This design comes from an exercise in tuning for small area, a short achievable clock period and few clock cycles per item on the open sky130 flow, not from production work.
Only simulation tests tie the RTL to the original design; equivalence was not proved.
Power figures rest on the tool's default switching activity, not on a simulated workload.

<file path="flow/design.v">
`timescale 1ns / 1ps
module PC_gen(clk,br_ctrl,rst,pc_br,pc);
    input clk, rst,br_ctrl;
    input [31:0] pc_br;
    output reg[31:0] pc;
     always @ (posedge clk) begin  
    if(rst)  
      pc <= 0;
    else if(br_ctrl == 1)
      pc <= pc_br;  
    else  
      pc <= pc + 4;  
  end  
endmodule
`timescale 1ns / 1ps
module Read(clk,PC,br_ctrl,rst,ins_dec_in,
            alu_out,alu_reg_w_en,alu_rd,
            wb_val,wb_en,wb_reg,
            alu_in1,alu_in2,alu_in3,ins_dec_out,pc2
            );
    input clk,rst,wb_en,alu_reg_w_en,br_ctrl;
    input [31:0]ins_dec_in,alu_out,wb_val,PC;
    input[4:0] wb_reg,alu_rd;
    output reg[31:0] ins_dec_out,alu_in3,pc2, alu_in1,alu_in2;
    localparam [31:0] nop = 32'h00000033;
    reg[4:0] r1,r2;
    wire[31:0] rso1,rso2;
    regf regfile(clk,rst,wb_en,br_ctrl,
        r1,r2,wb_reg,
        wb_val,
        rso1,rso2);
    reg[31:0] hz1,hz2;
    reg [31:0] imm1,imm2,imm3,imm4,imm5;
    always@(posedge clk) begin
        ins_dec_out <= (rst == 1 || br_ctrl == 1) ? nop : ins_dec_in;
        pc2 <= PC;
        r1 <= ins_dec_in[19:15];
        r2 <= ins_dec_in[24:20];
        imm1 <= {ins_dec_in[31:12],12'b0};  
        imm2 <= {{12{ins_dec_in[31]}},ins_dec_in[19:12],ins_dec_in[20],ins_dec_in[30:21],1'b0};        
        imm3 <= {{20{ins_dec_in[31]}},ins_dec_in[7],ins_dec_in[30:25],ins_dec_in[11:8],1'b0};   
        imm4 <= {{20{ins_dec_in[31]}},ins_dec_in[31:20]};         
        imm5 <= {{20{ins_dec_in[31]}},ins_dec_in[31:25],ins_dec_in[11:7]};          
    end
    always@(*)begin
        casez(ins_dec_out[6:0])
            7'b0110011:begin alu_in3 = 0 ; end    
            7'b0010011:begin alu_in3 = imm4 ; end    
            7'b0000011:begin alu_in3 = imm4 ; end    
            7'b0100011:begin alu_in3 = imm5 ; end  
            7'b0110111:begin alu_in3 = imm1 ;  end   
            7'b0010111:begin alu_in3 = imm1 ;  end   
            7'b1101111:begin alu_in3 = imm2 ;  end 
            7'b1100111:begin alu_in3 = imm4 ; end  
            7'b1100011:begin alu_in3 = imm3 ; end  
            default: begin
                alu_in3 = 0;
            end
        endcase
     hz1  = r1 == 0 ? 0: (wb_en == 1 ? (wb_reg == r1 ? wb_val : rso1) : rso1 );
     hz2  = r2 == 0 ? 0: (wb_en == 1 ? (wb_reg == r2 ? wb_val : rso2) : rso2 );
     if(br_ctrl == 1)begin
        alu_in1=0;
        alu_in2=0;
     end
     else begin
         alu_in1 = r1 == 0 ? 0 :(alu_reg_w_en == 1 ? (alu_rd == r1 ? alu_out : hz1) : hz1 );
         alu_in2 = r2 == 0 ? 0 :(alu_reg_w_en == 1 ? (alu_rd == r2 ? alu_out : hz2) : hz2 );
     end
    end
endmodule
module regf( clk,rst,wen1,br_ctrl,
        rs1,rs2,wr1,
        wval1,
        rso1,rso2);
    input clk,rst,wen1,br_ctrl;
    input[4:0] rs1,rs2,wr1;
    input[31:0] wval1;
    output [31:0] rso1,rso2;
    reg[31:0] mem[0:31];
    integer i;
    always@(posedge clk)begin
        if(rst==1)begin
            for (i = 0; i < 32; i = i + 1)
                mem[i] <= 0;
        end
        else begin
            if(wen1==1)begin
                mem[wr1] <= wr1==0? 0: wval1;
            end
            else begin
                mem[0] <= 0;
            end
        end
    end
    assign rso1 = mem[rs1];
    assign rso2 = mem[rs2];
endmodule
`timescale 1ns / 1ps
module ALU(clk,rst,ins_dec_out,alu_in1,alu_in2,alu_in3,pc2,
        alu_out,alu_reg_w_en,alu_rd,
        f3,d_r_en,d_w_en,d_add,
        br_ctrl,pc_out);
    input[31:0] ins_dec_out,alu_in1, alu_in2,pc2,alu_in3 ;
    input clk,rst;
    output reg [4:0] alu_rd;
    output reg [31:0] alu_out,d_add,pc_out;
    output reg alu_reg_w_en, d_w_en, d_r_en,br_ctrl;
    output reg [2:0] f3;
    reg[31:0] arg1,arg2,ins,pc_in,in1,in2,in3;
    reg[6:0] op,f7;
    reg[4:0] rd;
    reg lr,al;
    wire[31:0] sum,diff,shift_out,xor_out,and_out,or_out;
    wire[31:0] s_comp, us_comp;
    shift    shf   (lr,al,arg1,arg2,shift_out);
    adder    add12 (arg1,arg2,sum,diff);
    compare  comp  (arg1,arg2,s_comp,us_comp);
    gate_l   g1    (arg1,arg2,xor_out,or_out,and_out);
    wire[31:0] pc_sum1,pc_sum2;
    PCadder pca(pc_in,in3,pc_sum1,pc_sum2);
    localparam [31:0] nop = 32'h00000033;
    always@(posedge clk) begin
    if(rst==1 || br_ctrl ==1) begin
            ins <=nop;
        end
        else begin
            ins  <= ins_dec_out;
            in1 <= alu_in1;
            in2 <= alu_in2;
            in3 <= alu_in3;
            pc_in <= pc2;
        end
   end
   always@(*)begin
     f3 = ins[14:12];
     op = ins[6:0];
     rd = ins[11:7];
     f7 = ins[31:25];
       lr = f3==3'b001 ? 1'b1 : 1'b0;
       al = f7==7'b0   ? 1'b0 : 1'b1;
       alu_rd = rd;
       arg1 = in1;
       arg2 = in3;
       d_r_en = 0;
       d_w_en = 0;
       alu_reg_w_en = 0;
       alu_out = 0;
       br_ctrl = 0;
       pc_out = 0;
       d_add = sum;
       casez(op)
            7'b0110011:begin
                arg1 = in1;
                arg2 = in2;
                alu_reg_w_en = 1'b1;
                case(f3)
                    3'b000:begin alu_out = (f7==7'b0)?sum:diff; end         
                    3'b001:begin alu_out=shift_out  ;end            
                    3'b010:begin alu_out=s_comp;end    
                    3'b011:begin alu_out=us_comp; end  
                    3'b100:begin alu_out=xor_out ;end                       
                    3'b101:begin alu_out=shift_out; end                      
                    3'b110:begin alu_out=or_out ;end                        
                    3'b111:begin alu_out=and_out ;end
                    default:begin alu_out=sum;end                       
                endcase
            end
            7'b0010011: begin
                arg1= in1;
                arg2= in3;
                alu_reg_w_en = 1'b1;
                casez(f3)
                    3'b000:begin alu_out = sum; end  
                    3'b010:begin alu_out={31'b0,s_comp[0]};end    
                    3'b011:begin alu_out={31'b0,us_comp[0]}; end  
                    3'b100:begin alu_out=xor_out; end  
                    3'b110:begin alu_out=or_out; end   
                    3'b111:begin alu_out=and_out; end  
                    3'b001:begin alu_out=shift_out;  end  
                    3'b101:begin alu_out=shift_out;  end   
                    default:begin alu_out =sum ; end
                endcase
            end
            7'b0000011:begin
                arg1=in1;
                arg2=in3;
                d_r_en =1'b1;
                d_add = sum;
            end
            7'b0100011:begin
                arg1=in1;
                arg2=in3;
                d_w_en =1'b1;
                d_add = sum;
                alu_out = in2;
            end
            7'b0110111:begin  
                alu_reg_w_en = 1;
                alu_out = in3;
            end
            7'b0010111:begin 
                arg1=pc_in;
                arg2=in3;
                alu_reg_w_en = 1;
                alu_out = sum;
             end
             7'b1101111:begin  
                arg1=pc_in;
                arg2=in3;
                alu_reg_w_en = 1;
                alu_out = pc_sum2; 
                pc_out = sum;
                br_ctrl = 1;
             end
             7'b1100111:begin  
                arg1=in1;
                arg2=in3;
                alu_reg_w_en = 1;
                alu_out = pc_sum2; 
                pc_out = {sum[31:1],1'b0};
                br_ctrl = 1;
             end
             7'b1100011:begin  
                arg1=in1;
                arg2=in2;
                pc_out = pc_sum1;
                case(f3)
                    3'b000:begin
                        br_ctrl = in1 == in2 ? 1: 0;
                    end
                    3'b001:begin
                        br_ctrl = in1 != in2 ? 1: 0;
                    end
                    3'b100:begin
                        br_ctrl = s_comp[0];
                    end
                    3'b101:begin
                        br_ctrl = ~s_comp[0];
                    end
                    3'b110:begin
                        br_ctrl = us_comp[0];
                    end
                    3'b111:begin
                        br_ctrl = ~us_comp[0];
                    end
                    default:begin
                        br_ctrl = 0;
                    end
                endcase
            end
            default:begin
            end
        endcase
    end
endmodule
module adder(arg1,arg2,sum,diff);
    input[31:0] arg1,arg2;
    output[31:0] sum,diff;
    assign sum  = $signed(($signed(arg1) + $signed(arg2)));
    assign diff = $signed(($signed(arg1) - $signed(arg2)));
endmodule
module PCadder(PC,arg,sum1,sum2);
    input[31:0] PC,arg;
    output[31:0] sum1,sum2;
    assign sum1  = $signed(($signed(PC) + $signed(arg)));
    assign sum2 = $signed(($signed(PC) + 4));
endmodule
module shift(lr,al,arg1,arg2,shift_out);
    input lr,al;
    input[31:0] arg1,arg2;
    output[31:0] shift_out;
    wire[31:0] sll,srl,sra;
    assign sll = arg1 << arg2[4:0];
    assign srl = arg1 >> arg2[4:0];
    assign sra = $signed(arg1)>>>arg2[4:0];
    assign shift_out = (lr == 1'b1 ? sll : (al == 1'b0 ? srl : sra ) );
endmodule
module compare(arg1,arg2,s_comp,us_comp);
    input[31:0] arg1,arg2;
    output[31:0] s_comp, us_comp;
    assign s_comp = ($signed(arg1) < $signed(arg2)) ? 1 : 0;
    assign us_comp = (arg1 < arg2) ? 1 : 0;
endmodule
module gate_l(in1,in2,xor_out,or_out,and_out);
    input[31:0] in1,in2;
    output[31:0] xor_out,or_out,and_out;
    assign xor_out = in1 ^ in2;
    assign and_out = in1 & in2;
    assign or_out = in1 | in2;
endmodule
`timescale 1ns / 1ps
module DataMem(clk,rst,d_r_en,d_w_en,f3,d_add,data_in,d_out,ld,
               mem_addr,mem_re,mem_we,mem_wstrb,mem_wdata,mem_rdata);
    input clk,rst,d_w_en,d_r_en;
    input [2:0] f3;
    input [31:0]d_add,data_in;
    output reg[31:0] d_out;
    output reg ld;
    output [31:0] mem_addr,mem_wdata;
    output mem_re,mem_we;
    output reg [3:0] mem_wstrb;
    input [31:0] mem_rdata;
    reg[31:0] d_reg;
    reg[1:0] a_lo;
    assign mem_addr  = d_add;
    assign mem_re    = d_r_en;
    assign mem_we    = d_w_en;
    assign mem_wdata = data_in << {d_add[1:0],3'b000};
    always@(*)begin
        casez(f3[1:0])
            2'b00:   mem_wstrb = 4'b0001 << d_add[1:0];
            2'b01:   mem_wstrb = d_add[1] ? 4'b1100 : 4'b0011;
            default: mem_wstrb = 4'b1111;
        endcase
    end
    always@(posedge clk)begin
        if(rst)begin
             d_reg<=0;
             ld<=0;
             a_lo<=0;
        end
        else begin
            ld<=d_r_en & ~d_w_en;
            a_lo<=d_add[1:0];
            if(d_w_en==1'b1)
                d_reg<=0;
            else
                d_reg<=data_in;
        end
    end
    always@(*)begin
        if(ld)
            d_out = mem_rdata >> {a_lo,3'b000};
        else
            d_out = d_reg;
    end
endmodule
`timescale 1ns / 1ps
module Control(clk,rst,
                alu_rd,d_out,alu_reg_w_en,
                f3_in,d_r_en,d_w_en,ld,
                wb_en,wb_reg,wb_val);
    input [4:0] alu_rd;
    input[2:0] f3_in;
    input [31:0] d_out;
    input rst,clk,d_r_en,d_w_en,alu_reg_w_en,ld;
    reg[2:0]f3;
    output reg wb_en;
    output reg [4:0] wb_reg;
    output reg [31:0] wb_val;
    always@(posedge clk)begin
            wb_reg <= alu_rd;
            wb_en <= rst==1 ? 0 : (d_r_en | alu_reg_w_en) ;
            f3<=f3_in;
    end
   always@(*)begin
        if(ld == 0)
            wb_val = d_out;
        else begin
            casez(f3)
                3'b000:begin
                    wb_val = {{24{d_out[7]}},d_out[7:0]};
                end
                3'b001:begin
                    wb_val = {{16{d_out[15]}},d_out[15:0]};
                end
                3'b010:begin
                   wb_val = d_out ;
                end
                3'b100:begin
                    wb_val = {24'b0,d_out[7:0]};
                end
                3'b101:begin
                    wb_val = {16'b0,d_out[15:0]};
                end
                default: begin
                    wb_val = 0;
                end
            endcase
        end
    end
endmodule
`timescale 1ns / 100ps
module RV32I(
    input         clk,
    input         rst,
    output [31:0] imem_addr,
    input  [31:0] imem_rdata,
    output [31:0] dmem_addr,
    output        dmem_re,
    output        dmem_we,
    output [3:0]  dmem_wstrb,
    output [31:0] dmem_wdata,
    input  [31:0] dmem_rdata,
    output        wb_valid,
    output [4:0]  wb_rd,
    output [31:0] wb_data
    );
    wire[31:0] PC;
    wire [31:0]ins_dec_in,alu_out,alu_in1,alu_in2,alu_in3,ins_dec_out,wb_val,d_add,d_out,pc2,pc_out;
    wire [2:0] f3;
    wire[4:0]wb_reg,alu_rd;
    wire wb_en,alu_reg_w_en,d_r_en,d_w_en,br_ctrl,ld;
    assign imem_addr  = PC;
    assign ins_dec_in = imem_rdata;
    assign wb_valid = wb_en & (wb_reg != 5'd0);
    assign wb_rd    = wb_reg;
    assign wb_data  = wb_val;
    PC_gen pcgen(clk,br_ctrl,rst,pc_out,PC);
    Read r1(clk,PC,br_ctrl,rst,ins_dec_in,
            alu_out,alu_reg_w_en,alu_rd,
            wb_val,wb_en,wb_reg,
            alu_in1,alu_in2,alu_in3,ins_dec_out,pc2
            );
    ALU alu1(clk,rst,ins_dec_out,alu_in1,alu_in2,alu_in3,pc2,
        alu_out,alu_reg_w_en,alu_rd,
        f3,d_r_en,d_w_en,d_add,
        br_ctrl,pc_out);
    DataMem data(clk,rst,d_r_en,d_w_en,f3,d_add,alu_out,d_out,ld,
        dmem_addr,dmem_re,dmem_we,dmem_wstrb,dmem_wdata,dmem_rdata);
    Control ctrl(clk,rst,
                alu_rd,d_out,alu_reg_w_en,
                f3,d_r_en,d_w_en,ld,
                wb_en,wb_reg,wb_val);
endmodule
</file>
<file path="flow/constraint.sdc">
create_clock -name core_clock -period 11.0 [get_ports {clk}]
set_input_delay 2.2000 -clock core_clock [delete_from_list [all_inputs] [get_ports {clk}]]
set_output_delay 2.2000 -clock core_clock [all_outputs]
set_load 0.01 [all_outputs]
</file>
<file path="flow/run.sh">
#!/bin/bash
# synth_recipe.tcl (not shown) runs the flow's synth.tcl, then flattens the netlist and writes it again
# the make line also repeats each setting of config.mk as NAME=value (left out here)
make -C /OpenROAD-flow-scripts/flow DESIGN_CONFIG=/design/flow/config.mk WORK_HOME=/design/flow/orfs CLKGATE_MAP_FILE= SYNTH_SCRIPT=/design/flow/synth_recipe.tcl finish
</file>
<file path="flow/config.mk">
export PLATFORM = sky130hd
export DESIGN_NAME = RV32I
export DESIGN_NICKNAME = RV32I
export VERILOG_FILES = /design/flow/design.v
export SDC_FILE = /design/flow/constraint.sdc
export NUM_CORES = 8
export LEC_CHECK = 0
export CAP_MARGIN = 20
export CORE_MARGIN = 2
export CORE_UTILIZATION = 40
export SLEW_MARGIN = 20
</file>
==> flow_summary.yaml <==
timing:
  finalSetupViolCount: 0
  period_minus_slack_ns: 10.80
  drv_slew: 0
  setup_slack_ns: 0.1952
  fin_crit_sh_pct: 98.23
  fin_worst_skew_ns: 0.1131
  hold_violations: 0
  slew_headroom_pct: 8.533
  rsz0062_at_grt: "no"
  max_slew.worst_pin.slew_ns: 1.372
  setup_tns_ns: 0
  clock.fmax_ghz: 0.09255
worst_setup_path:
  cp.arrival_ns: 8.60
  r2r_slack_ns: 3.67
  crit_path_end_kind: "output port"
  cp-start-kind: "flop"
  crit_path_max_fanout: 19
  cp.required_ns: 8.80
  crit_type: "flop to output port"
pwr:
  power_switching_mw: 5.208
  p_comb_share_pct: 27.7
  p_seq_share_pct: 39.9
  ir_drop_uv: 155.5
  switching_share_pct: 34.97
  clkPwrFrac_pct: 32.3
  powerDensity_nw_per_um2: 166.3
  internal_power_mw: 9.686
  total_leakage_power_nw: 31.06
yosys:
  synthFlopType: "edfxtp_1"
  synth_compound_area_share_pct: 9.572
  synth_edf_count: 1152
  ys_types: 115
  synth_fa_ha_area_share_pct: 2.042
  yosys.area.top_type_share_pct: 43.57
  avgSynthCellArea_sq_um: 11.72
  synth.largest_area_cell: "edfxtp_1"
  synth-simple-area-share_pct: 12.59
  synthTopCellsByArea: "edfxtp_1 (44%), mux4_2 (19%), nor2_1 (6.4%)"
  synthXorXnorAreaFrac_pct: 2.052
  synth_seq_cells: 1329
  muxShareOfSynthArea_pct: 21.86
  synth_top_family_by_area: "multiplexers"
  ys_seq_area_share_pct: 48.03
  syn_area_sq_um: 79400
  synth_async_sr_flop_share_pct: 0
  yosys_warnings: 6
  synthCells: 6777
global_route:
  grt_pass1_wl_microns: 513300
  grt_use_total_pct: 36.69
  grt_max_degree: 149
  antenna_found_initial: 18
  grt_pass1_vias: 61330
  gr-total-overflow: 0
cts:
  cts_max_level: 4
  clock_path_buffers: 3
  cts_root_buf: "clkbuf_16"
  numCtsBuffers: 149
  tritoncts: "yes"
  insertion_delay_ns: 0.85
  hold_buffers: 0
  cts_sinks: 1329
  cts_setup_buffers: 0
  cts_resized: 0
  clkSlewWorstSetupHoldPaths_ns: 0.05
run:
  cap_violations: 0
placed_design:
  dp.cells: 9322
  portBuffers: 205
  gp_congestion: 1.095
  hpwl_microns: 258400
  place_ws_ns: 1.500
routing:
  firstDrtPassIters: 6
  dr_total_vias: 64030
  wl_per_cell_microns: 39.38
  drt_drc_violations_left: 0
  routed_via_density: 6.668
  totalWireLength_microns: 378200
  ant_nets: 0
  drt_iter0_markers: 9257
floorplan:
  start_util_pct: 40.26
  die_w_microns: 449.5
  rows: 163
  io_pins: 206
  core_sq_um: 197200
  die_area_sq_um: 202100
  fp.dieH_microns: 449.5
finish:
  area_delta_synth_final_pct: 12.80
  drive_gt1_share_pct: 19.17
  largest_reg_flops: 1024
  final_nets: 7028
  final_util_pct: 45.41
  regMostFlops: "r1.regfile.mem"
  finalNonFillerCells: 9602
  fillers: 18140
hold_path:
  hold_class: "flop to flop"
status:
  outcome: "finished clean"
## final timing paths
path	cells after the start	startpoint	endpoint
hold reg to reg	0	pcgen.pc[8]	r1.pc2[8]
setup reg to reg	18	alu1.ins[3]	alu1.in3[11]
setup / recovery	16	alu1.ins[3]	dmem_wdata[16]
hold / removal	0	pcgen.pc[8]	r1.pc2[8]
## synthesized netlist by cell type (26+ instances only)
cell / number
a211oi_1: 72
a21o_1: 53
a21oi_1: 267
a221oi_1: 28
a22oi_1: 61
a31oi_1: 36
and2_1: 65
buf_1: 110
buf_2: 34
clkbuf_1: 448
dfxtp_1: 177
edfxtp_1: 1152
ha_1: 128
inv_1: 163
mux2_2: 49
mux2i_1: 156
mux4_2: 674
nand2_1: 517
nand2b_1: 33
nand3_1: 107
nand4_1: 37
nor2_1: 1349
nor2b_1: 44
nor3_1: 73
o211ai_1: 76
o21ai_0: 171
o21bai_1: 26
o22ai_1: 56
xnor2_1: 102
xor2_1: 79
## metrics by stage
| stage | instance area [sq um] | hold slack [ns] | power [mW] |
|---|---|---|---|
| final | 89560 | 0.3731 | 14.89 |
| after global routing | 89530 | 0.3907 | 15.20 |
| after CTS | 89520 | 0.3770 | 14.77 |
| after detailed placement | 84930 | 0.3702 | 10.00 |
| after global placement | 84910 | 0.3674 | 10.00 |
| after floorplan | 79510 | 0.3290 | 8.053 |
## routing by layer
layer | GRT usage, % | part of all wire (%) | up-vias
met5 | 0 | 0.013 | -
met3 | 10.32 | 11 | 1088
met2 | 56.30 | 45 | 4601
li1 | - | - | 25690
met1 | 44.10 | 35 | 32640
met4 | 27.24 | 9.0 | 8
## placed cells by master (no fill, tap or decap), types with 40 or more instances in the layout
master / count
buf_4: 268
inv_1: 162
xor2_1: 79
xnor2_1: 102
mux2_2: 49
nand3_1: 104
nor2_1: 1345
nand2_2: 55
a21o_1: 53
mux4_2: 674
clkdlybuf4s50_1: 204
a21oi_1: 267
o22ai_1: 54
edfxtp_1: 1152
clkbuf_16: 151
nor2b_1: 43
o21ai_0: 168
nand2_1: 460
clkbuf_1: 40
nor3_1: 69
mux2i_1: 154
and2_1: 65
o211ai_1: 76
dfxtp_1: 165
a22oi_1: 61
ha_1: 128
a211oi_1: 71
## final cells by class
type                    count  area, sq um  share of cell area (%)
flip-flops and latches   1329        38180                   42.63
clock inverters            73        619.3                  0.6915
inverters                 170        644.4                  0.7195
clock buffers             194         3970                   4.433
repair buffers            480         4199                   4.689
multi-input cells        4703        38610                   43.12
well taps                2640         3303                   3.688
diodes                     13        32.53                 0.03632
## power groups by stage
stage               clock network, mW  registers [mW]  logic (mW)
floorplan                           0            5.89        2.16
global placement                    0            6.02        3.98
detailed placement                  0            6.04        3.97
CTS                              4.86            5.93        3.98
global route                     5.04            5.95        4.21
finish                           4.82            5.95        4.13
## critical path, cell delays in order, from the launching register on
cell             delay [ns]
dfxtp_1                0.41
and4bb_1               0.86
nand3_2                0.41
buf_4                  0.39
mux2i_4                0.31
ha_1                   0.68
nand3b_1               0.22
a31oi_1                0.50
o211ai_2               0.31
a41o_1                 0.34
nand2_1                0.06
o21ai_0                0.07
o21ai_0                0.76
nand4_1                0.90
mux2i_1                0.80
o21ai_0                0.21
clkdlybuf4s50_1        0.52
## logic make-up (layout without fill, tap and decap cells)
kind of cell | after synthesis | after routing
XOR/XNOR | 183 | 183
flip-flops | 1329 | 1329
AO/OA/AOI/OAI | 1118 | 1118
buffers and inverters | 776 | 917
adder cells (fa/ha/maj) | 129 | 129
multiplexers | 883 | 883
other | 1 | 45
AND/OR/NAND/NOR | 2358 | 2358
Testbench counts, summed over its fixed seeds: cycles 92,299, instrs 73,713.

## afterwards: timing with drivers on the ports
Ports are ideal in the flow. The routed layout listed here was re-timed in OpenROAD.
Step 1 assumes that a clkbuf_16 drives the clock port and a buf_2 every other input.
Step 2 also shifts input and output timing later by t, the mid clock arrival at the registers, as if the neighbouring blocks saw the same clock.
Slacks: ideal / step 1 / step 2; pairs: ideal / step 1.
shift t [ns]: 0.879
setup WS [ns]: 0.195 / 0.112 / 0.990
worst setup path after step 2: register to output
After both steps this run still meets setup and hold. For this run, drivers alone change the setup slack by -0.083 ns; drivers and shift together by +0.795 ns.
